From an optimization exercise on the open Yosys and OpenROAD flow, aimed at small area and a short achievable clock period; shortcuts taken in it are not production practice. Function was checked by simulation only, so behaviour that the tests miss may differ from the original. No activity file was given, so power comes from the tool's default toggle rates.

### flow/run.sh
#!/bin/bash
# synth_recipe.tcl (not shown) runs the flow's synth.tcl, then flattens the netlist and writes it again
# the make line also repeats each setting of config.mk as NAME=value (left out here)
make -C /OpenROAD-flow-scripts/flow DESIGN_CONFIG=/design/flow/config.mk WORK_HOME=/design/flow/orfs CLKGATE_MAP_FILE= SYNTH_SCRIPT=/design/flow/synth_recipe.tcl finish
### flow/config.mk
export PLATFORM = sky130hd
export DESIGN_NAME = project3_frame
export DESIGN_NICKNAME = project3_frame
export VERILOG_FILES = /design/flow/design.v
export SDC_FILE = /design/flow/constraint.sdc
export NUM_CORES = 4
export LEC_CHECK = 0
export CAP_MARGIN = 20
export CORE_MARGIN = 2
export CORE_UTILIZATION = 40
export SLEW_MARGIN = 20
### flow/constraint.sdc
create_clock -name core_clock -period 8.0 [get_ports {CLOCK_50}]
set_input_delay 1.6000 -clock core_clock [delete_from_list [all_inputs] [get_ports {CLOCK_50}]]
set_output_delay 1.6000 -clock core_clock [all_outputs]
set_load 0.01 [all_outputs]
### flow/design.v
module FE_STAGE(
  input clk,
  input reset,
  input [1-1:0] from_DE_to_FE,
  input [(1 + 1 + 1 + 32 + 32 )-1:0] from_AGEX_to_FE,   
  input [4-1:0] from_MEM_to_FE,   
  input [4-1:0] from_WB_to_FE, 
  output [16-2-1:0] imem_addr,
  input  [32-1:0] imem_data,
  output[(32+32+32+4)-1:0] FE_latch_out
);
  reg [(32+32+32+4)-1:0] FE_latch;   
  reg [32-1:0] PC_FE_latch;  
  wire [32-1:0] inst_FE;   
  wire [32-1:0] pcplus_FE;   
  wire stall_pipe;  
  wire [(32+32+32+4)-1:0] FE_latch_contents; 
  wire from_AGEX_is_br;
  wire from_AGEX_is_jmp;
  wire from_AGEX_br_cond;
  wire [32-1:0] from_AGEX_br_target;
  wire [32-1:0] from_AGEX_jmp_target;
  reg after_branch;  
  wire busy_stall;
  assign imem_addr = PC_FE_latch[16-1:2];
  assign inst_FE = imem_data;
  assign FE_latch_out = FE_latch;
  assign pcplus_FE = PC_FE_latch + 32'd4;
  assign FE_latch_contents = { 
                                inst_FE,
                                PC_FE_latch, 
                                pcplus_FE,
                                4'b1111  
                                };
   assign  {
                              from_AGEX_is_br,
                              from_AGEX_is_jmp,
                              from_AGEX_br_cond,
                              from_AGEX_br_target,
                              from_AGEX_jmp_target
                              } = from_AGEX_to_FE; 
   assign {
            busy_stall
            } = from_DE_to_FE;
  assign stall_pipe = after_branch;
  always @ (posedge clk or posedge reset) begin
    if(reset) begin
      PC_FE_latch <= 32'h100;
      after_branch <= 0;
      end
    else if(!stall_pipe) begin
            if (((inst_FE[31:28] == 4'b0010) || (inst_FE[31:28] == 4'b0011)) && !busy_stall)  
                after_branch <= 1;
            if (!busy_stall)
                PC_FE_latch <= pcplus_FE;  
            else
                PC_FE_latch <= PC_FE_latch;  
         end
    else if ((from_AGEX_is_br || from_AGEX_is_jmp)) begin
        if (from_AGEX_is_jmp) begin
            PC_FE_latch <= from_AGEX_jmp_target;
            after_branch <= 0; 
        end   
        else if (from_AGEX_br_cond) begin
            PC_FE_latch <= from_AGEX_br_target;
            after_branch <= 0;  
            end
        else
            PC_FE_latch <= PC_FE_latch;
            if (inst_FE[31:28] == 4'b0010)
                after_branch <= 1;
            else
                after_branch <= 0;  
        end
      else
        PC_FE_latch <= PC_FE_latch;
  end
  always @ (posedge clk or posedge reset) begin
    if(reset) 
        begin 
        FE_latch <= {(32+32+32+4){1'b0}}; 
        end 
     else    
        begin
            if (stall_pipe && !busy_stall && !(inst_FE[31:28] == 4'b0010))
                FE_latch <= {(32+32+32+4){1'b0}};  
            else if (!busy_stall)
                FE_latch <= FE_latch_contents; 
        end  
  end
endmodule
module DE_STAGE(
  input clk,
  input reset,
  input [(32+32+32+4)-1:0] from_FE_latch,
  input [(1 + 1 + 1 + 32 + 32 )-1:0] from_AGEX_to_DE,  
  input [4-1:0] from_MEM_to_DE,     
  input [(1 + 1 + 4 + 32 + 32)-1:0] from_WB_to_DE,  
  output [1-1:0] from_DE_to_FE,   
  output[(32+32+32+6+8+32+32+32 + 1 + 1 + 1 + 1 + 1+ 4 + 8 + 4)-1:0] DE_latch_out
);
  reg [(32+32+32+6+8+32+32+32 + 1 + 1 + 1 + 1 + 1+ 4 + 8 + 4)-1:0] DE_latch;
  reg [32-1:0] regs [(1 << 4)-1:0];
  reg [32-1:0] bb_table;  
  wire [32-1:0] inst_DE; 
  wire [32-1:0] inst_logic;
  wire clear_bubble_reg;
  wire [32-1:0] PC_DE;
  wire [32-1:0] pcplus_DE; 
  wire [6-1:0] op1_DE;
  wire [8-1:0] op2_DE;
  wire [16-1:0] imm_DE;
  wire [4-1:0] rd_DE;
  wire [4-1:0] rs_DE;
  wire [4-1:0] rt_DE;
  wire signed [32-1:0] regval1_DE;
  wire signed [32-1:0] regval2_DE;
  wire signed [32-1:0] sxt_imm_DE;
  wire is_br_DE;
  wire is_jmp_DE;
  wire writes_rt;
  wire rd_mem_DE;
  wire wr_mem_DE;
  wire wr_reg_DE;
  wire [4-1:0] wregno_DE;
  reg [32-1:0] prev_inst;
  reg should_bubble;
  wire busy_stall;
  reg [4-1:0] prev_write;
  reg prev_wr_reg_DE;
  wire[(32+32+32+6+8+32+32+32 + 1 + 1 + 1 + 1 + 1+ 4 + 8 + 4)-1:0] DE_latch_contents; 
  wire[4-1:0] bus_canary_DE; 
  wire from_WB_write;
  wire from_WB_readmem;
  wire [4-1:0] from_WB_regno;
  wire [32-1:0] from_WB_memval;
  wire [32-1:0] from_WB_aluval;
  wire from_AGEX_is_br;
  wire from_AGEX_is_jmp;
  wire from_AGEX_br_cond;
  wire [32-1:0] from_AGEX_br_target;
  wire [32-1:0] from_AGEX_jmp_target;
  assign op1_DE = inst_DE[31:26];   
  assign op2_DE = inst_DE[25:18];
  assign imm_DE = inst_DE[23:8];
  assign rd_DE = inst_DE[11:8];
  assign rs_DE = inst_DE[7:4];
  assign rt_DE = inst_DE[3:0];
  assign regval1_DE = regs[rs_DE];
  assign regval2_DE = regs[rt_DE];
  assign writes_rt = ((op1_DE == 6'b010010) || (inst_DE[31] == 1'b1) || (is_jmp_DE));
  assign is_br_DE = (inst_DE[31:28] == 4'b0010);
  assign is_jmp_DE = (inst_DE[31:28] == 4'b0011);
  assign rd_mem_DE = (op1_DE == 6'b010010);  
  assign wr_reg_DE = (writes_rt || (op1_DE == 6'b000000));
  assign wr_mem_DE = (op1_DE == 6'b011010);  
  assign wregno_DE = (writes_rt) ? rt_DE : rd_DE;
  assign DE_latch_out = DE_latch; 
  SXT mysxt (.IN(imm_DE), .OUT(sxt_imm_DE));
  assign {
            inst_DE,
            PC_DE, 
            pcplus_DE,
            bus_canary_DE 
            }  = from_FE_latch;   
  assign {
    from_WB_write,  
    from_WB_readmem,  
    from_WB_regno,  
    from_WB_memval,  
    from_WB_aluval   
  } = from_WB_to_DE;
  assign {
    from_AGEX_is_br,
    from_AGEX_is_jmp,
    from_AGEX_br_cond,
    from_AGEX_br_target,
    from_AGEX_jmp_target
  } = from_AGEX_to_DE;
  assign from_DE_to_FE = {busy_stall};
  wire busy_rs;
  wire busy_rt;
  assign busy_rs = bb_table[rs_DE];
  assign busy_rt = bb_table[rt_DE];
  assign busy_stall = 0;  
    assign DE_latch_contents = {
                                  inst_DE,                         
                                  PC_DE,
                                  pcplus_DE,
                                  op1_DE,
                                  op2_DE,
                                  regval1_DE,
                                  regval2_DE,
                                  sxt_imm_DE,
                                  is_br_DE,
                                  is_jmp_DE,
                                  rd_mem_DE,
                                  wr_mem_DE,
                                  wr_reg_DE,
                                  wregno_DE,
                                  rs_DE,
                                  rt_DE,
                                   bus_canary_DE 
                                  }; 
  always @ (negedge clk or posedge reset) begin
    if(reset) begin
	  	regs[0] <= {32{1'b0}};
	  	regs[1] <= {32{1'b0}};
	   	regs[2] <= {32{1'b0}};
		  regs[3] <= {32{1'b0}};
	  	regs[4] <= {32{1'b0}};
		  regs[5] <= {32{1'b0}};
		  regs[6] <= {32{1'b0}};
		  regs[7] <= {32{1'b0}};
		  regs[8] <= {32{1'b0}};
		  regs[9] <= {32{1'b0}};
		  regs[10] <= {32{1'b0}};
		  regs[11] <= {32{1'b0}};
		  regs[12] <= {32{1'b0}};
		  regs[13] <= {32{1'b0}};
		  regs[14] <= {32{1'b0}};
		  regs[15] <= {32{1'b0}}; 
		  bb_table <= 0;
     end else begin
        if (from_WB_write) begin
            regs[from_WB_regno] <= (from_WB_readmem) ? from_WB_memval : from_WB_aluval;
            bb_table[from_WB_regno] <= 0;  
        end
        if (prev_wr_reg_DE)
            bb_table[prev_write] <= 1;   
     end
  end
  always @ (posedge clk or posedge reset) begin
    if(reset) begin
      DE_latch <= {(32+32+32+6+8+32+32+32 + 1 + 1 + 1 + 1 + 1+ 4 + 8 + 4){1'b0}};
      should_bubble <= 0;
      prev_write <= 0;
      prev_wr_reg_DE <= 0;
      end
     else begin
     if (busy_stall || should_bubble)
        DE_latch <= {(32+32+32+6+8+32+32+32 + 1 + 1 + 1 + 1 + 1+ 4 + 8 + 4){1'b0}};
     else
        DE_latch <= DE_latch_contents;
      if (!busy_stall) begin
        prev_wr_reg_DE <= wr_reg_DE;
        if (wr_reg_DE)                                        
            prev_write <= wregno_DE;
        end
      else begin
        prev_wr_reg_DE <= 0;
        prev_write <= 0;
        end
      if ((!should_bubble) && (!busy_stall))       
        should_bubble <= (is_br_DE || is_jmp_DE);
      else if ((from_AGEX_is_br || from_AGEX_is_jmp))
        should_bubble <= 0;
     end
  end
endmodule
module SXT(IN, OUT);
  parameter IBITS = 16;
  parameter OBITS = 32;
  input  [IBITS-1:0] IN;
  output [OBITS-1:0] OUT;
  assign OUT = {{(OBITS-IBITS){IN[IBITS-1]}}, IN};
endmodule
module AGEX_STAGE(
  input clk,
  input reset,
  input [4 + 1 + 32-1:0] from_MEM_to_AGEX,    
  input [4 + 1 + 32-1:0] from_WB_to_AGEX,   
  input [(32+32+32+6+8+32+32+32 + 1 + 1 + 1 + 1 + 1+ 4 + 8 + 4)-1:0] from_DE_latch,
  output[(32+32+32 + 32 + 1 + 1 + 1 + 4 + 4)-1:0] AGEX_latch_out,
  output[(1 + 1 + 1 + 32 + 32 )-1:0] from_AGEX_to_FE,
  output[(1 + 1 + 1 + 32 + 32 )-1:0] from_AGEX_to_DE
);
  reg [(32+32+32 + 32 + 1 + 1 + 1 + 4 + 4)-1:0] AGEX_latch; 
  assign AGEX_latch_out = AGEX_latch;
  wire[(32+32+32 + 32 + 1 + 1 + 1 + 4 + 4)-1:0] AGEX_latch_contents; 
  wire [32-1:0]inst_AGEX; 
  wire [32-1:0]PC_AGEX;
  wire [32-1:0]pcplus_AGEX; 
  wire [6-1:0] op1_AGEX;
  wire [8-1:0] op2_AGEX;
  wire [16-1:0] imm_AGEX;
  wire signed [32-1:0] regval1_AGEX;
  wire signed [32-1:0] regval2_AGEX;
  wire signed [32-1:0] sxt_imm_AGEX;
  wire signed [32-1:0] raw1;
  wire signed [32-1:0] raw2;
  wire forward_check1EX;
  wire forward_check2EX;
  wire forward_check1MEM;
  wire forward_check2MEM;
  wire [3:0] ex_dest;
  wire ex_write;
  wire [32-1:0] alu_forward; 
  wire [3:0] memwb_dest;
  wire memwb_write;
  wire [32-1:0] wb_forward;
  wire is_br_AGEX;
  wire is_jmp_AGEX;
  wire rd_mem_AGEX;
  wire wr_mem_AGEX;
  wire wr_reg_AGEX;
  wire [4-1:0] wregno_AGEX;
  reg br_cond_AGEX;
  reg [32-1:0] aluout_AGEX; 
  wire[32-1:0] pctarget_AGEX;
  wire[32-1:0] pctarget_AGEX_JMP; 
  wire[3:0] incoming_reg1;
  wire[3:0] incoming_reg2;
  wire[4-1:0] bus_canary_AGEX; 
  always @ (op1_AGEX or regval1_AGEX or regval2_AGEX) begin
    case (op1_AGEX)
      6'b001000 : br_cond_AGEX = (regval1_AGEX == regval2_AGEX);
      6'b001001 : br_cond_AGEX = (regval1_AGEX < regval2_AGEX);
      6'b001010 : br_cond_AGEX = (regval1_AGEX <= regval2_AGEX);
      6'b001011 : br_cond_AGEX = (regval1_AGEX != regval2_AGEX);
      default : br_cond_AGEX = 1'b0;
    endcase
  end
  always @ (op1_AGEX or op2_AGEX or regval1_AGEX or regval2_AGEX or sxt_imm_AGEX) begin
    if(op1_AGEX == 6'b000000)
      case (op2_AGEX)
			8'b00001000	 : aluout_AGEX = {31'b0, regval1_AGEX == regval2_AGEX};
			8'b00001001	 : aluout_AGEX = {31'b0, regval1_AGEX < regval2_AGEX};
		    8'b00001010  : aluout_AGEX = {31'b0, regval1_AGEX <= regval2_AGEX};
		    8'b00001011  : aluout_AGEX = {31'b0, regval1_AGEX != regval2_AGEX};
		    8'b00100000  : aluout_AGEX = (regval1_AGEX + regval2_AGEX);
		    8'b00100100  : aluout_AGEX = (regval1_AGEX & regval2_AGEX);
		    8'b00100101  : aluout_AGEX = (regval1_AGEX | regval2_AGEX);
		    8'b00100110  : aluout_AGEX = (regval1_AGEX ^ regval2_AGEX);
		    8'b00101000  : aluout_AGEX = (regval1_AGEX - regval2_AGEX);
		    8'b00101100  : aluout_AGEX = (~(regval1_AGEX & regval2_AGEX));
		    8'b00101101  : aluout_AGEX = (~(regval1_AGEX | regval2_AGEX));
		    8'b00101110  : aluout_AGEX = (~(regval1_AGEX ^ regval2_AGEX));
		    8'b00110000  : aluout_AGEX = (regval1_AGEX >> regval2_AGEX);
		    8'b00110001  : aluout_AGEX = (regval1_AGEX << regval2_AGEX);
			default	 : aluout_AGEX = {32{1'b0}};
		endcase
	 else if(op1_AGEX == 6'b010010 || op1_AGEX == 6'b011010 || op1_AGEX == 6'b100000)
		aluout_AGEX = regval1_AGEX + sxt_imm_AGEX;
	 else if(op1_AGEX == 6'b100100)
		aluout_AGEX = regval1_AGEX & sxt_imm_AGEX;
	 else if(op1_AGEX == 6'b100101)
		aluout_AGEX = regval1_AGEX | sxt_imm_AGEX;
	 else if(op1_AGEX == 6'b100110)
		aluout_AGEX = regval1_AGEX ^ sxt_imm_AGEX;
     else if(op1_AGEX == 6'b001100)
        aluout_AGEX = PC_AGEX + 4;  
	 else
		aluout_AGEX = {32{1'b0}};
	 end
    assign pctarget_AGEX = PC_AGEX + 4 + 4 * sxt_imm_AGEX;
    assign pctarget_AGEX_JMP = regval1_AGEX + 4 * sxt_imm_AGEX;
    assign {
      ex_dest,
      ex_write,
      alu_forward
    } = from_MEM_to_AGEX;
    assign {
      memwb_dest,
      memwb_write,
      wb_forward
    } = from_WB_to_AGEX;
    wire[4-1:0] in_destex;
    wire[4-1:0] raw_destex;
    assign in_destex = raw_destex;
    wire forward_checkDESTEX;
    assign forward_check1EX = ((incoming_reg1 == ex_dest) & ex_write);
    assign forward_check2EX = ((incoming_reg2 == ex_dest) & ex_write);
    assign forward_checkDESTEX = (((in_destex == ex_dest) & ex_write) & (op1_AGEX == 6'b010010 || op1_AGEX == 6'b011010 || op1_AGEX == 6'b100000));
    assign forward_check1MEM = (memwb_write & (memwb_dest == incoming_reg1) & (~(ex_dest == incoming_reg1) || (ex_write == 0)));
    assign forward_check2MEM = (memwb_write & (memwb_dest == incoming_reg2) & (~(ex_dest == incoming_reg2) || (ex_write == 0)));
    assign forward_checkDESTMEM = ((memwb_write & (memwb_dest == in_destex) & (~(ex_dest == in_destex) || (ex_write == 0))) & (op1_AGEX == 6'b010010 || op1_AGEX == 6'b011010 || op1_AGEX == 6'b100000));
    assign regval1_AGEX = forward_check1EX ? alu_forward : (forward_check1MEM ? wb_forward : raw1);
    assign regval2_AGEX = forward_check2EX ? alu_forward : (forward_check2MEM ? wb_forward : raw2);
    assign wregno_AGEX = in_destex;
    assign  {
                                  inst_AGEX,
                                  PC_AGEX,
                                  pcplus_AGEX,
                                  op1_AGEX,
                                  op2_AGEX,
                                  raw1,
                                  raw2,
                                  sxt_imm_AGEX,                                
                                  is_br_AGEX,
                                  is_jmp_AGEX,
                                  rd_mem_AGEX,
                                  wr_mem_AGEX,
                                  wr_reg_AGEX,
                                  raw_destex,
                                  incoming_reg1,
                                  incoming_reg2,
                                  bus_canary_AGEX
                                  } = from_DE_latch; 
  assign AGEX_latch_contents = {
                                inst_AGEX,
                                PC_AGEX,
                                aluout_AGEX,
                                regval2_AGEX,
                                rd_mem_AGEX,
                                wr_mem_AGEX,
                                wr_reg_AGEX,
                                wregno_AGEX,
                                bus_canary_AGEX     
                                 }; 
  assign from_AGEX_to_FE = {
                                is_br_AGEX,  
                                is_jmp_AGEX,  
                                br_cond_AGEX,  
                                pctarget_AGEX,  
                                pctarget_AGEX_JMP  
                                 }; 
  assign from_AGEX_to_DE = {
                                is_br_AGEX,  
                                is_jmp_AGEX,  
                                br_cond_AGEX,  
                                pctarget_AGEX,  
                                pctarget_AGEX_JMP  
                                 };
  always @ (posedge clk or posedge reset) begin
    if(reset) begin
      AGEX_latch <= {(32+32+32 + 32 + 1 + 1 + 1 + 4 + 4){1'b0}};
        end 
    else 
        begin
            AGEX_latch <= AGEX_latch_contents ;
        end 
  end
endmodule
module MEM_STAGE(
  input clk,
  input reset,
  input  [3:0] KEY,
  output [16-2-1:0] dmem_addr,
  output [32-1:0] dmem_wdata,
  output dmem_we,
  output dmem_re,
  input  [32-1:0] dmem_rdata,
  input [4-1:0] from_WB_to_MEM,  
  input [(32+32+32 + 32 + 1 + 1 + 1 + 4 + 4)-1:0] from_AGEX_latch, 
  output[(32+32+32 +32 + 32 + 1 + 1 + 4 + 1 + 32 + 32 + 4)-1:0] MEM_latch_out,
  output[4-1:0] from_MEM_to_FE,
  output[4-1:0] from_MEM_to_DE,
  output[4 + 1 + 32-1:0] from_MEM_to_AGEX
);
  reg [(32+32+32 +32 + 32 + 1 + 1 + 4 + 1 + 32 + 32 + 4)-1:0] MEM_latch; 
  wire[(32+32+32 +32 + 32 + 1 + 1 + 4 + 1 + 32 + 32 + 4)-1:0] MEM_latch_contents; 
  wire [32-1:0] rd_val_MEM; 
  wire [32-1:0] memaddr_MEM; 
  wire [32-1:0] inst_MEM; 
  wire [32-1:0] PC_MEM;
  wire [32-1:0] aluout_MEM; 
  wire [32-1:0] regval2_MEM;
  wire rd_mem_MEM;
  wire wr_mem_MEM;
  wire wr_reg_MEM;
  wire [4-1:0] wregno_MEM;
  wire [32-1:0 ] regval_MEM;  
   wire [4-1:0] bus_canary_MEM;
  assign rd_val_MEM = (memaddr_MEM == 32'hFFFFF080) ? {{(32-4){1'b0}}, ~KEY} :
  								dmem_rdata;
  assign dmem_addr = memaddr_MEM[16-1:2];
  assign dmem_wdata = regval2_MEM;
  assign dmem_we = wr_mem_MEM;
  assign dmem_re = rd_mem_MEM;
   assign MEM_latch_out = MEM_latch; 
   assign memaddr_MEM = aluout_MEM;
   assign regval_MEM = 0;
   assign {
                                inst_MEM,
                                PC_MEM,
                                aluout_MEM,
                                regval2_MEM,
                                rd_mem_MEM,
                                wr_mem_MEM,
                                wr_reg_MEM,
                                wregno_MEM,
                                 bus_canary_MEM
                                 } = from_AGEX_latch;  
   assign MEM_latch_contents = {
                                inst_MEM,
                                PC_MEM,
                                memaddr_MEM,
                                regval_MEM,
                                regval2_MEM, 
                                wr_mem_MEM,
                                wr_reg_MEM,
                                wregno_MEM,
                                rd_mem_MEM,  
                                rd_val_MEM,  
                                aluout_MEM,  
                              bus_canary_MEM                   
   };
   assign from_MEM_to_AGEX = {
                                wregno_MEM,
                                wr_reg_MEM,
                                aluout_MEM
   };
  always @ (posedge clk or posedge reset) begin
    if(reset) begin
        MEM_latch <= {(32+32+32 +32 + 32 + 1 + 1 + 4 + 1 + 32 + 32 + 4){1'b0}}; 
    end
    else 
     begin 
        MEM_latch <= MEM_latch_contents;
     end 
  end
endmodule
module WB_STAGE(
  input clk,
  input reset,  
  input [(32+32+32 +32 + 32 + 1 + 1 + 4 + 1 + 32 + 32 + 4)-1:0] from_MEM_latch,
  output[4-1:0] from_WB_to_FE,
  output[(1 + 1 + 4 + 32 + 32)-1:0] from_WB_to_DE,  
  output[4 + 1 + 32-1:0] from_WB_to_AGEX,
  output[4-1:0] from_WB_to_MEM,
  output [6:0] HEX0,
  output [6:0] HEX1, 
  output [9:0] LEDR 
);
  wire [32-1:0]inst_WB; 
  wire [32-1:0]PC_WB;
  wire [32-1:0] memaddr_WB; 
  wire [32-1:0] regval_WB; 
  wire [32-1:0] regval2_WB;
  wire wr_mem_WB;
  wire wr_reg_WB;
  wire [4-1:0] wregno_WB;
  wire [4-1:0] bus_canary_WB;
  reg [23:0] HEX_out; 
  reg [9:0] LEDR_out; 
  wire rd_mem_WB;
  wire [32-1:0] rd_val_WB;
  wire [32-1:0] aluout_WB;
 always @ (posedge clk or posedge reset) begin
    if(reset)
	   HEX_out <= 24'hFEDEAD;
	 else if(wr_mem_WB && (memaddr_WB == 32'hFFFFF000))
      HEX_out <= regval2_WB[24-1:0];
  end
  assign HEX0 = HEX_out[3:0];  
  assign HEX1 = HEX_out[7:4];
   assign {
                                inst_WB,                        
                                PC_WB,
                                memaddr_WB,
                                regval_WB,
                                regval2_WB,
                                wr_mem_WB,
                                wr_reg_WB,
                                wregno_WB,
                                rd_mem_WB,
                                rd_val_WB, 
                                aluout_WB, 
                                 bus_canary_WB 
                                 } = from_MEM_latch; 
   assign from_WB_to_DE = {
                                wr_reg_WB,  
                                rd_mem_WB,  
                                wregno_WB,  
                                rd_val_WB,  
                                aluout_WB   
   };
   assign from_WB_to_AGEX = {
                                wregno_WB,
                                wr_reg_WB,
                                aluout_WB
   };
   always @ (posedge clk or posedge reset) begin
    if(reset)
	   LEDR_out <= 0;
	 else if(wr_mem_WB && (memaddr_WB == 32'hFFFFF020))
      LEDR_out <= regval2_WB[10-1:0];
  end
  assign LEDR = LEDR_out;
endmodule 
module project3_frame(
  input        CLOCK_50,
  input        RESET_N,
  input  [3:0] KEY,
  output [6:0] HEX0,
  output [6:0] HEX1,
  output [9:0] LEDR,
  output [16-2-1:0] imem_addr,
  input  [32-1:0] imem_data,
  output [16-2-1:0] dmem_addr,
  output [32-1:0] dmem_wdata,
  output dmem_we,
  output dmem_re,
  input  [32-1:0] dmem_rdata
);
 wire clk;
 wire reset; 
  assign clk = CLOCK_50;
  assign reset = !RESET_N;
  wire [(32+32+32+4)-1:0] FE_latch_out; 
  wire [(32+32+32+6+8+32+32+32 + 1 + 1 + 1 + 1 + 1+ 4 + 8 + 4)-1:0] DE_latch_out; 
  wire [(32+32+32 + 32 + 1 + 1 + 1 + 4 + 4)-1:0] AGEX_latch_out; 
  wire [(32+32+32 +32 + 32 + 1 + 1 + 4 + 1 + 32 + 32 + 4)-1:0] MEM_latch_out;
  wire [1-1:0] from_DE_to_FE;
  wire [(1 + 1 + 1 + 32 + 32 )-1:0] from_AGEX_to_FE;
  wire [4-1:0] from_MEM_to_FE;
  wire [4-1:0] from_WB_to_FE;
  wire [(1 + 1 + 1 + 32 + 32 )-1:0] from_AGEX_to_DE;
  wire [4-1:0] from_MEM_to_DE;
  wire [(1 + 1 + 4 + 32 + 32)-1:0] from_WB_to_DE;
  wire [4 + 1 + 32-1:0] from_MEM_to_AGEX;
  wire [4 + 1 + 32-1:0] from_WB_to_AGEX;
  wire [4-1:0] from_WB_to_MEM;
FE_STAGE my_FE_stage(
    .clk(clk), 
    .reset(reset), 
    .from_DE_to_FE(from_DE_to_FE),
    .from_AGEX_to_FE(from_AGEX_to_FE),
    .from_MEM_to_FE(from_MEM_to_FE),
    .from_WB_to_FE(from_WB_to_FE),
    .imem_addr(imem_addr),
    .imem_data(imem_data),
    .FE_latch_out(FE_latch_out)); 
DE_STAGE my_DE_stage(
  .clk(clk),
  .reset(reset),
  .from_FE_latch(FE_latch_out),
  .from_AGEX_to_DE(from_AGEX_to_DE),  
  .from_MEM_to_DE(from_MEM_to_DE),     
  .from_WB_to_DE(from_WB_to_DE), 
  .from_DE_to_FE(from_DE_to_FE),   
  .DE_latch_out(DE_latch_out)
);
AGEX_STAGE my_AGEX_stage(
  .clk(clk),
  .reset(reset),
  .from_MEM_to_AGEX(from_MEM_to_AGEX),    
  .from_WB_to_AGEX(from_WB_to_AGEX),   
  .from_DE_latch(DE_latch_out),
  .AGEX_latch_out(AGEX_latch_out),
  .from_AGEX_to_FE(from_AGEX_to_FE),
  .from_AGEX_to_DE(from_AGEX_to_DE)
);
MEM_STAGE my_MEM_stage(
  .clk(clk),
  .reset(reset),
  .KEY(KEY),
  .dmem_addr(dmem_addr),
  .dmem_wdata(dmem_wdata),
  .dmem_we(dmem_we),
  .dmem_re(dmem_re),
  .dmem_rdata(dmem_rdata),
  .from_WB_to_MEM(from_WB_to_MEM),  
  .from_AGEX_latch(AGEX_latch_out), 
  .MEM_latch_out(MEM_latch_out),
  .from_MEM_to_FE(from_MEM_to_FE),
  .from_MEM_to_DE(from_MEM_to_DE),
  .from_MEM_to_AGEX(from_MEM_to_AGEX)
);     
WB_STAGE my_WB_stage(
  .clk(clk),
  .reset(reset),  
  .from_MEM_latch(MEM_latch_out),
  .from_WB_to_FE(from_WB_to_FE),
  .from_WB_to_DE(from_WB_to_DE),  
  .from_WB_to_AGEX(from_WB_to_AGEX),
  .from_WB_to_MEM(from_WB_to_MEM),
  .HEX0(HEX0),
  .HEX1(HEX1), 
  .LEDR(LEDR) 
);
endmodule
==> run summary <==
## layout by cell type (no fill, tap or decap), types with 25 or more instances in the layout
| cell type | count |
|---|---|
| nand4_1 | 159 |
| o21a_1 | 45 |
| nor2_4 | 28 |
| clkdlybuf4s50_1 | 148 |
| a221oi_1 | 76 |
| inv_1 | 141 |
| dfrtp_1 | 393 |
| and2_1 | 107 |
| nor2_1 | 689 |
| mux2_2 | 25 |
| nor3_1 | 155 |
| o31ai_1 | 48 |
| xnor2_1 | 148 |
| nand3_1 | 116 |
| a22oi_1 | 365 |
| a31oi_1 | 54 |
| dfrtn_1 | 512 |
| nand2_1 | 448 |
| buf_4 | 185 |
| nand2b_1 | 43 |
| a211oi_1 | 53 |
| o21bai_1 | 27 |
| nor2b_1 | 79 |
| a21o_1 | 47 |
| o21ai_0 | 388 |
| mux2i_1 | 219 |
| and3_1 | 35 |
| ha_1 | 206 |
| o211ai_1 | 32 |
| xor2_1 | 73 |
| a21oi_1 | 620 |
| a22o_1 | 56 |
| clkbuf_16 | 106 |
| o22ai_1 | 33 |
## worst max-delay path, stage by stage, from the launching register on
cell and delay [ps]:
dfrtp_1 500, inv_1 170, or3_1 530, or3_2 810
buf_4 400, nand2_1 120, o21ai_0 80
## cells by family (layout without fill, tap and decap cells)
family / Yosys count / in the layout / synth area share, %
xor+xnor: 223 / 223 / 3.55
compound gates: 1996 / 1996 / 23.0
fa+ha+maj: 211 / 211 / 4.86
mux: 270 / 270 / 5.02
other cells: 1 / 10 / 0.00681
flops: 917 / 917 / 41.7
buf+inv: 687 / 683 / 5.25
simple gates: 1972 / 1972 / 16.6
## sequential cells by signal, indices dropped and copies added (netlist names)
register / flops
my_DE_stage.regs: 512
my_DE_stage.DE_latch: 137
my_MEM_stage.MEM_latch: 81
my_AGEX_stage.AGEX_latch: 71
my_FE_stage.FE_latch: 64
my_FE_stage.PC_FE_latch: 32
my_WB_stage.LEDR_out: 10
my_WB_stage.HEX_out: 8
my_DE_stage.should_bubble: 1
my_FE_stage.after_branch: 1
## final timing paths
kind                                                 start                           to  slack (ps)
worst max-delay path            my_MEM_stage.MEM_latch[72]      my_DE_stage.regs[8][13]        1070
min in group asynchronous                          RESET_N     my_DE_stage.DE_latch[90]         810
worst min-delay path              my_DE_stage.DE_latch[16]  my_AGEX_stage.AGEX_latch[8]         340
max in group asynchronous                          RESET_N      my_DE_stage.regs[2][23]        2250
worst min register to register    my_DE_stage.DE_latch[16]  my_AGEX_stage.AGEX_latch[8]         340
worst max register to register  my_MEM_stage.MEM_latch[72]      my_DE_stage.regs[8][13]        1070
## where the power goes
part,switching (uW),internal (uW)
Clock,2150,3050
Sequential,1450,5940
Combinational,10800,5050
Total,14300,14000
## routing by layer
metal / wire (um) / vias up / share of wire [%]
met3: 34100 / 943 / 14
met4: 16100 / 24 / 6.5
met2: 100000 / 3835 / 41
li1: - / 22500 / -
met1: 96700 / 25500 / 39
met5: 254 / - / 0.10
## final cells by class
cell class	instances	area, um^2
Fill cell	13100	74600
Multi-Input combinational cell	4678	29800
Sequential cell	917	23000
Timing Repair Buffer	344	3080
Clock buffer	141	2980
Tap cell	1794	2240
Clock inverter	53	729
Inverter	145	546
Antenna cell	4	10.0
## per-stage QoR
stage / hold slack (ps) / instance area, um^2 / power [uW] / utilization (%) / instances
2_1_floorplan: 331 / 55100 / 16600 / - / 6282
3_3_place_gp: 334 / 58500 / 22300 / 42.7 / 7876
3_5_place_dp: 336 / 58600 / 22400 / 42.8 / 7878
4_1_cts: 349 / 62300 / 27600 / 45.5 / 8072
5_1_grt: 352 / 62300 / 29500 / 45.5 / 8073
6_report: 341 / 62300 / 28400 / 45.5 / 8076
==> results_dict.tcl <==
set metrics [dict create \
    critPathKind "reg2reg" \
    finalMaxSlewViolations 0 \
    async_reset_ff_share_pct 100 \
    viasPerCell 6.53 \
    syn_avg_cell_area_um2 8.77 \
    synth_flop_cell "dfrtn_1" \
    die_h_um 375 \
    wl_per_cell_um 30.6 \
    drv_cap 0 \
    grt_use_met3_pct 11.9 \
    ys_top_cells_by_area "dfrtn_1 23%, dfrtp_1 18%, a21oi_1 5.6%" \
    final_antenna_net_count 0 \
    num_vias 52800 \
    cts.clk_slew.worst_paths_ps 60 \
    whs_path_depth 0 \
    cts-resized-gates 0 \
    wl_um 247000 \
    nNetsFinal 6469 \
    io_pins 156 \
    netlist_area_um2 55100 \
    synth-edff-count 0 \
    ys_seq_area_share_pct 41.7 \
    reg2regPathDepth 6 \
    p_leak_uw 0.0272 \
    drtIter0Drc 7779 \
    cp-end-kind "register" \
    synth.most_common_cell "nor2_1" \
    place_ws_ps 1190 \
    gr-usage-met2_pct 48.5 \
    grt_use_met1_pct 46.0 \
    slew_headroom_pct 12.3 \
    first_global_vias 49700 \
    numPortBuffers 149 \
    synth-seq-cells 917 \
    grtUsageTotal_pct 34.4 \
    die_w_um 375 \
    setup_ws_ps 1070 \
    holdBufCountCts 0 \
    cts_setup_buffers 0 \
    hold_path_class "reg2reg" \
    fin_skew_ps 89.2 \
    hpwl_um 169000 \
    yosysTopAreaCell "dfrtn_1" \
    antenna_found_initial 16 \
    peakVddDrop_v 0.000301 \
    drt_pass1_iterations 7 \
    area_growth_pct 13.2 \
    startpoint_type "register" \
    drc 0 \
    yosys.area.top_type_share_pct 23.3 \
    cts-root-buf "clkbuf_16" \
    hold_violations 0 \
    p_per_area_nw_per_um2 456 \
    place.gp.congestion 1.08 \
    cts_htree_levels 3 \
    core_region_area_um2 137000 \
    start_util_pct 40.2 \
    rsz0062_at_grt "no" \
    status "no timing/DRC/antenna violations" \
    cts_tree "built" \
    die_area_um2 141000 \
    grt_max_degree 91 \
    rows 136 \
    yosys_warnings 7 \
    setup_violations 0 \
    cp.arrival_ps 3430 \
    tightest_slew_ps 1310 \
    cp_max_fo 34 \
    yosysUniqueCellTypes 88 \
    clk_path_buf_depth 3 \
    cts_buffers 102 \
    worstSkewPairLatency_ps 770 \
    worstPathRequired_ps 4500 \
    ys_top_cells_by_count "718 x nor2_1, 621 x a21oi_1, 512 x dfrtn_1" \
    cts.sinks 917 \
    tns_ps 0 \
    grt-busiest-layer "met2" \
    grt_pass1_wl_um 356000 \
    grt-ovfl-total 0 \
    drive_gt1_share_pct 8.41 \
    syn_inst 6277 \
]
